This is an optimization exercise on Yosys and OpenROAD, whose aim is small area, not a production implementation. In this exercise RTL edits were held to simulation tests only and were not proved equivalent to the original. Power and IR drop assume default switching activity.

## soc_top
module soc_top (
    input  logic        clk,
    input  logic        rst,
    input  logic [45:0] ui,
    output logic [11:0] upc,
    output logic [31:0] mem_addr,
    output logic        mem_re,
    input  logic [31:0] mem_rdata,
    output logic        mem_we,
    output logic [31:0] mem_wdata,
    output logic        uart_tx_ready,
    output logic [7:0]  uart_tx_data,
    output logic [3:0]  flags,
    output logic        commit_valid,
    output logic [31:0] commit_instr,
    output logic [511:0] regfile_dbg
);
For scale: roughly 2400 cells after synthesis, roughly 720 I/O pins.
Settings: LEC_CHECK=0, CAP_MARGIN=10, CORE_MARGIN=2, CORE_UTILIZATION=48, SLEW_MARGIN=10, SYNTH_HIERARCHICAL=1; clock period 12.0 ns.
standard.sh (not shown) runs the stock make flow with config.mk's settings and CLKGATE_MAP_FILE= SYNTH_SCRIPT=/design/flow/synth_recipe.tcl, a recipe that flattens the netlist after the stock synthesis.
==> flow/flow/run.sh <==
#!/bin/bash
# Own layout flow: the standard flow (standard synthesis unchanged), with
# plain buf_1 cells as the port buffers and a clock tree of clkbuf_8 cells
# over clusters of up to 14 sinks, without dummy loads. make's full output
# goes to flow_make.log; ORFS also keeps each step's log under orfs/logs/.
set -euo pipefail
bash standard.sh \
  "BUFFER_PORTS_ARGS=-buffer_cell sky130_fd_sc_hd__buf_1" \
  "CTS_ARGS=-sink_clustering_enable -repair_clock_nets -dont_use_dummy_load -buf_list {sky130_fd_sc_hd__clkbuf_8} -sink_clustering_size 14 -sink_clustering_max_diameter 60" \
  SKIP_REPAIR_TIE_FANOUT=1 \
  finish > flow_make.log 2>&1
The first run ran to the end with no violations.
Change:
--- a/flow/design.v
+++ b/flow/design.v
@@ -148,31 +148,16 @@
     aoi222 u1 (r[3],  s[3],  r[4],  s[4],  r[5],  s[5],  n[1]);
     aoi222 u2 (r[6],  s[6],  r[7],  s[7],  r[8],  s[8],  n[2]);
     aoi222 u3 (r[9],  s[9],  r[10], s[10], r[11], s[11], n[3]);
     aoi222 u4 (r[12], s[12], r[13], s[13], r[14], s[14], n[4]);
     aoi222 u5 (o[0],  so[0], o[1],  so[1], o[2],  so[2], n[5]);
     assign n[6] = ~((o[3] & so[3]) | k);
     assign y = ~&n;
 endmodule
-module opsel_s (
-    input  logic [14:0] r, s,
-    input  logic [2:0]  o, so,
-    input  logic        tn,
-    output logic        y
-);
-    logic [5:0] n;
-    aoi222 u0 (r[0],  s[0],  r[1],  s[1],  r[2],  s[2],  n[0]);
-    aoi222 u1 (r[3],  s[3],  r[4],  s[4],  r[5],  s[5],  n[1]);
-    aoi222 u2 (r[6],  s[6],  r[7],  s[7],  r[8],  s[8],  n[2]);
-    aoi222 u3 (r[9],  s[9],  r[10], s[10], r[11], s[11], n[3]);
-    aoi222 u4 (r[12], s[12], r[13], s[13], r[14], s[14], n[4]);
-    aoi222 u5 (o[0],  so[0], o[1],  so[1], o[2],  so[2], n[5]);
-    assign y = ~(&n & tn);
-endmodule
 module aoi222 (
     input  logic a1, a2, b1, b2, c1, c2,
     output logic y
 );
     assign y = ~((a1 & a2) | (b1 & b2) | (c1 & c2));
 endmodule
 module sequencer (
     input  logic        clk,
@@ -309,31 +294,24 @@
     wire sb_mdr = ui_src_b == 4'd2 && keep_b;
     wire sb_imm = ui_src_b == 4'd3 && keep_b;
     wire sb_mar = ui_src_b == 4'd4 && keep_b;
     wire sb_c1  = ui_src_b == 4'd6 && keep_b;
     wire sb_c4  = ui_src_b == 4'd7 && keep_b;
     logic [31:0] opa, opb;
     wire [3:0] sa_o = {sa_mar, sa_imm, sa_mdr, sa_pc};
     wire [3:0] sb_o = {sb_mar, sb_imm, sb_mdr, sb_pc};
-    wire sa_imm_hi_n = ~(sa_imm & imm_q[17]);
-    wire sb_imm_hi_n = ~(sb_imm & imm_q[17]);
     genvar gk, gi;
     generate for (gk = 0; gk < 32; gk++) begin : G_OP
         wire [14:0] rbit;
         for (gi = 0; gi < 15; gi++) begin : G_R
             assign rbit[gi] = regfile_dbg[(gi+1)*32 + gk];
         end
         wire [3:0] obit = {mar_q[gk], imm[gk], mdr_q[gk], pc_q[gk]};
-        if (gk >= 17) begin : G_S
-            opsel_s ua (.r(rbit), .s(sel_ra), .o({mar_q[gk], mdr_q[gk], pc_q[gk]}),
-                        .so({sa_mar, sa_mdr, sa_pc}), .tn(sa_imm_hi_n), .y(opa[gk]));
-            opsel_s ub (.r(rbit), .s(sel_rb), .o({mar_q[gk], mdr_q[gk], pc_q[gk]}),
-                        .so({sb_mar, sb_mdr, sb_pc}), .tn(sb_imm_hi_n), .y(opb[gk]));
-        end else if (gk == 0 || gk == 2) begin : G_C
+        if (gk == 0 || gk == 2) begin : G_C
             opsel_k ua (.r(rbit), .s(sel_ra), .o(obit), .so(sa_o), .k(gk == 0 ? sa_c1 : sa_c4), .y(opa[gk]));
             opsel_k ub (.r(rbit), .s(sel_rb), .o(obit), .so(sb_o), .k(gk == 0 ? sb_c1 : sb_c4), .y(opb[gk]));
         end else begin : G_N
             opsel ua (.r(rbit), .s(sel_ra), .o(obit), .so(sa_o), .y(opa[gk]));
             opsel ub (.r(rbit), .s(sel_rb), .o(obit), .so(sb_o), .y(opb[gk]));
         end
     end endgenerate
     alu alu0 (
Non-clock buffer count fell by 5.
Routed wire length fell by about 5%.
Register-to-register slack improves by 0.31 ns.
Cell count barely changes.
Total power is about the same.
Design area hardly moves.
Worst setup slack gets better by 0.47 ns.
Global-route usage is lower by 2.3 points.
Worst hold slack barely changes.
Sequential power is about the same.
Clock-buffer cell count climbs by 1.
Fmax climbs by 4.9%.
Area after synthesis is about the same.

port drivers added, routing unchanged:
The results above use ideal ports. As a check the final layouts listed here were re-extracted and re-timed, cells and wires unchanged.
Step 1, drivers: a clkbuf_16 drives clk and a buf_2 each remaining input, both assumed.
Step 2 moves the port delays by t, midway between the first and last clock arrival at a register: inputs arrive t later, outputs are due t later. That takes back most of the time a late clock gives input paths.
Slacks: ideal ports / drivers / drivers and shift; pairs: ideal ports / drivers.
run | t (ns) | slack for setup (ns) | worst hold slack (ns) | worst setup path at the end | pins driven straight from the clock port
the first run | 0.782 | 1.905 / 1.940 / 1.157 | 0.369 / 0.369 / 0.369 | input to register | 1
the second run | 0.769 | 2.378 / 2.425 / 1.656 | 0.368 / 0.368 / 0.368 | input to register | 1
After both steps every run listed still meets setup and hold. The setup slack of the first run, which loses most, moves by +0.035 ns with the drivers and by -0.748 ns with both steps.
